Source: an optimization exercise on an open RTL-to-GDS flow (aim: small area). Production flows keep margins and buffers that such runs may drop.
Function was checked by simulation only, so behaviour that the tests miss may differ from the original.
Power figures rest on the tool's default switching activity, not on a simulated workload.

==> flow/design.v (excerpt) <==
module KF6845 (
    input   logic           clock,
    input   logic           video_clock_enable,
    input   logic           reset,
    input   logic           CS_N,
    input   logic           RS,
    input   logic           ENABLE,
    input   logic           R_OR_W,
    input   logic   [7:0]   D_IN,
    output  logic   [7:0]   D_OUT,
    input   logic           LPSTB,
    output  logic           CURSOR,
    output  logic           HSYNC,
    output  logic           VSYNC,
    output  logic   [4:0]   RA,
    output  logic   [13:0]  MA,
    output  logic           DE
);
clock: 5.0 ns
lec_check: 0
cap_margin: 20
core_margin: 2
core_utilization: 40
slew_margin: 20
run.sh (not shown) runs the stock make flow with config.mk's settings and CLKGATE_MAP_FILE= SYNTH_SCRIPT=/design/flow/synth_recipe.tcl, a recipe that flattens the netlist after the stock synthesis.
The starting point went through all stages and came out clean.
Then changed:
--- a/flow/config.mk
+++ b/flow/config.mk
@@ -7,0 +8 @@
+export ABC_AREA = 1
@@ -10 +11,3 @@
-export CORE_UTILIZATION = 40
+export CORE_UTILIZATION = 60
+export CTS_BUF_LIST = sky130_fd_sc_hd__clkbuf_2
+export PLACE_DENSITY = 0.7
Power went down by 19%.
Worst setup slack is worse by 340 ps.
Hold slack improved by 25 ps.
Clock power goes down by 41%.
Maximum frequency is lower by 8.2%.
Final area drops by 5.6%.
Via count rises by 16%.
Register-to-register slack gets worse by 610 ps.
Sequential power goes down by about 5%.
Then changed:
--- a/flow/config.mk
+++ b/flow/config.mk
@@ -11,3 +11,2 @@
-export CORE_UTILIZATION = 60
-export CTS_BUF_LIST = sky130_fd_sc_hd__clkbuf_2
-export PLACE_DENSITY = 0.7
+export CORE_UTILIZATION = 40
+export CTS_BUF_LIST = sky130_fd_sc_hd__clkbuf_4
Utilization decreases by 21 points.
Sequential share of layout area decreases by 1.8 points.
Design area increases by 3.9%.
Worst setup slack gets better by 37 ps.
Final cell count increases by 7.5%.
Global-route usage decreases by 8.4 points.
Via count stays flat.
Clock power increases by 40%.
Wire length increases by 5.1%.
Die area increases by 48%.
Register-to-register slack gets better by 70 ps.

========
== v3 ==
Another version of the RTL of KF6845 (not shown whole).
Size in the first run: ~1000 cells after synthesis, roughly 230 flip-flops, ~0.010 mm² of cells after synthesis.
// KF6845
module KF6845 (
    input   logic           clock,
    input   logic           video_clock_enable,
    input   logic           reset,
    input   logic           CS_N,
    input   logic           RS,
    input   logic           ENABLE,
    input   logic           R_OR_W,
    input   logic   [7:0]   D_IN,
    output  logic   [7:0]   D_OUT,
    input   logic           LPSTB,
    output  logic           CURSOR,
    output  logic           HSYNC,
    output  logic           VSYNC,
    output  logic   [4:0]   RA,
    output  logic   [13:0]  MA,
    output  logic           DE
);
Settings: LEC_CHECK=0, ABC_AREA=1, CAP_MARGIN=5, CORE_MARGIN=2, CORE_UTILIZATION=70, PLACE_DENSITY=0.85, SLEW_MARGIN=5; clock period 5.0 ns.
standard.sh (not shown) runs the stock make flow with config.mk's settings and CLKGATE_MAP_FILE= SYNTH_SCRIPT=/design/flow/synth_recipe.tcl, a recipe that flattens the netlist after the stock synthesis.
==> flow/flow/run.sh <==
#!/bin/bash
# Own layout flow: the standard flow (standard.sh's make command and
# settings), with
#  - synthesis mapping the logic with an area-oriented abc script
#    (flow/abc_area.script, through flow/mysynth.tcl),
#  - the port buffers made of the smallest buffer cell,
#  - clock tree synthesis without dummy loads.
# Each step's full output is in orfs/logs/...; make's output is in make.log.
set -euo pipefail
HERE=$(pwd)
export MY_ABC_SCRIPT=$HERE/flow/abc_area.script
export BUFFER_PORTS_ARGS="-buffer_cell sky130_fd_sc_hd__buf_1"
export CTS_ARGS="-sink_clustering_enable -repair_clock_nets -sink_clustering_size 18 -sink_clustering_max_diameter 55 -buf_list sky130_fd_sc_hd__clkbuf_8 -dont_use_dummy_load"
sed "s#SYNTH_SCRIPT=[^ ]*#SYNTH_SCRIPT=$HERE/flow/mysynth.tcl#" standard.sh > my_standard.sh
grep -q "SYNTH_SCRIPT=$HERE/flow/mysynth.tcl" my_standard.sh
bash my_standard.sh finish > make.log 2>&1
test -f out/final.def
==> flow/flow/abc_area.script <==
strash
dc2
dch -f
amap
strash
dc2
dch -f
amap
topo
==> flow/flow/mysynth.tcl <==
# The standard synthesis (synth_recipe.tcl), with one change: abc maps the
# combinational logic with the script in MY_ABC_SCRIPT instead of ORFS's.
# Flip-flop mapping, register names, flattening and renaming are unchanged.
proc synth {args} { yosys synth -nofsm -noshare {*}$args }
proc abc {args} {
  set i [lsearch -exact $args -script]
  if { $i >= 0 } { set args [lreplace $args $i [expr {$i+1}] -script $::env(MY_ABC_SCRIPT)] }
  set j [lsearch -exact $args -D]
  if { $j >= 0 } { set args [lreplace $args $j [expr {$j+1}]] }
  yosys abc {*}$args
}
source $::env(SCRIPTS_DIR)/synth.tcl
# left out here: clear keep_hierarchy, flatten, clean up, hide names made inside functions, write 1_2_yosys.v
Input changes introduced in v30 (baseline for comparison: v3):
Settings: changing CAP_MARGIN from 5 to 20; changing SLEW_MARGIN from 5 to 20.
diff --git a/flow/flow/run.sh b/flow/flow/run.sh
--- a/flow/flow/run.sh
+++ b/flow/flow/run.sh
@@ -13 +13 @@
-export CTS_ARGS="-sink_clustering_enable -repair_clock_nets -sink_clustering_size 18 -sink_clustering_max_diameter 55 -buf_list sky130_fd_sc_hd__clkbuf_8 -dont_use_dummy_load"
+export CTS_ARGS="-sink_clustering_enable -repair_clock_nets -sink_clustering_size 10 -sink_clustering_max_diameter 40 -buf_list sky130_fd_sc_hd__clkbuf_4 -dont_use_dummy_load"
==> notes.md <==
- The flow did not stop early for v30: all stages ran, and the layout cleared the timing, design-rule and antenna checks.
- Number of buffer and inverter stages on the critical path is lower on v30
- Number of DRC violations after detailed routing delta (v30 -> v3): insignificant
- Compared with v3, in v30 clock-cell share of area held, reported net switching power went up.
- Row stage delay of the slowest cell on the critical path: v30 higher / v3 lower
- Initial antenna violation count was lower in v3 than in v30.
- Relative to v3, count of clock-buffer cells in the layout has gone up in v30.
- Delta (v30 minus v3): final cell utilization of the core closely matched the old numbers, number of buffers inserted by port buffering closely matched the old numbers.
[inputs] v43 vs v30
diff --git a/flow/flow/run.sh b/flow/flow/run.sh
--- a/flow/flow/run.sh
+++ b/flow/flow/run.sh
@@ -13 +13 @@
-export CTS_ARGS="-sink_clustering_enable -repair_clock_nets -sink_clustering_size 10 -sink_clustering_max_diameter 40 -buf_list sky130_fd_sc_hd__clkbuf_4 -dont_use_dummy_load"
+export CTS_ARGS="-sink_clustering_enable -repair_clock_nets -sink_clustering_size 18 -sink_clustering_max_diameter 55 -buf_list sky130_fd_sc_hd__clkbuf_8 -dont_use_dummy_load"
Results
Between v43 and v30, the utilization figures differ only marginally. v43 completed; timing, DRC and antenna clean. v30 has a higher clock-buffer cell count than v43. Clock skew: v43 vs v30 down 0.051 ns. Between v43 and v30, areal power density over the cells is lower for v30, v43 comes in above that. Layout overhead on the synthesized area delta (v30 -> v43): insignificant.

==> what the ideal ports hide <==
How much do the figures lean on ideal ports? The routed layouts below were timed once more, with nothing changed but the port constraints. Step 1: set_driving_cell puts a clkbuf_16 on clock and a buf_2 on each other input, an assumption about the parent block. Step 2, shift: input delay + t, output delay - t, t = (earliest + latest rising clock arrival at the registers) / 2. This alone moves slack from input paths to output paths. Slacks: ideal / step 1 / step 2; pairs: ideal / step 1.
run | t (ns) | setup slack, ns | worst setup path after step 2 | clock arrival spread, ns | slew at the worst register clock pin (ns)
the first run of note 1 | 0.573 | 1.179 / 1.134 / 1.028 | input to register | 0.022 / 0.022 | 0.07 / 0.07
the second run of note 1 | 0.831 | 0.837 / 0.792 / 0.894 | input to register | 0.057 / 0.057 | 0.11 / 0.11
the third run of note 1 | 0.695 | 0.875 / 0.829 / 0.884 | input to register | 0.041 / 0.041 | 0.08 / 0.08
v3 | 0.536 | 0.700 / 0.700 / 0.700 | register to register | 0.030 / 0.030 | 0.11 / 0.11
v30 | 0.718 | 0.763 / 0.721 / 0.786 | register to register | 0.083 / 0.083 | 0.11 / 0.11
v43 | 0.538 | 0.716 / 0.716 / 0.716 | register to register | 0.031 / 0.031 | 0.11 / 0.11
After both steps setup and hold are still met in every run listed. The setup slack of the first run of note 1, which loses most, moves by -0.045 ns with the drivers and by -0.151 ns with both steps.
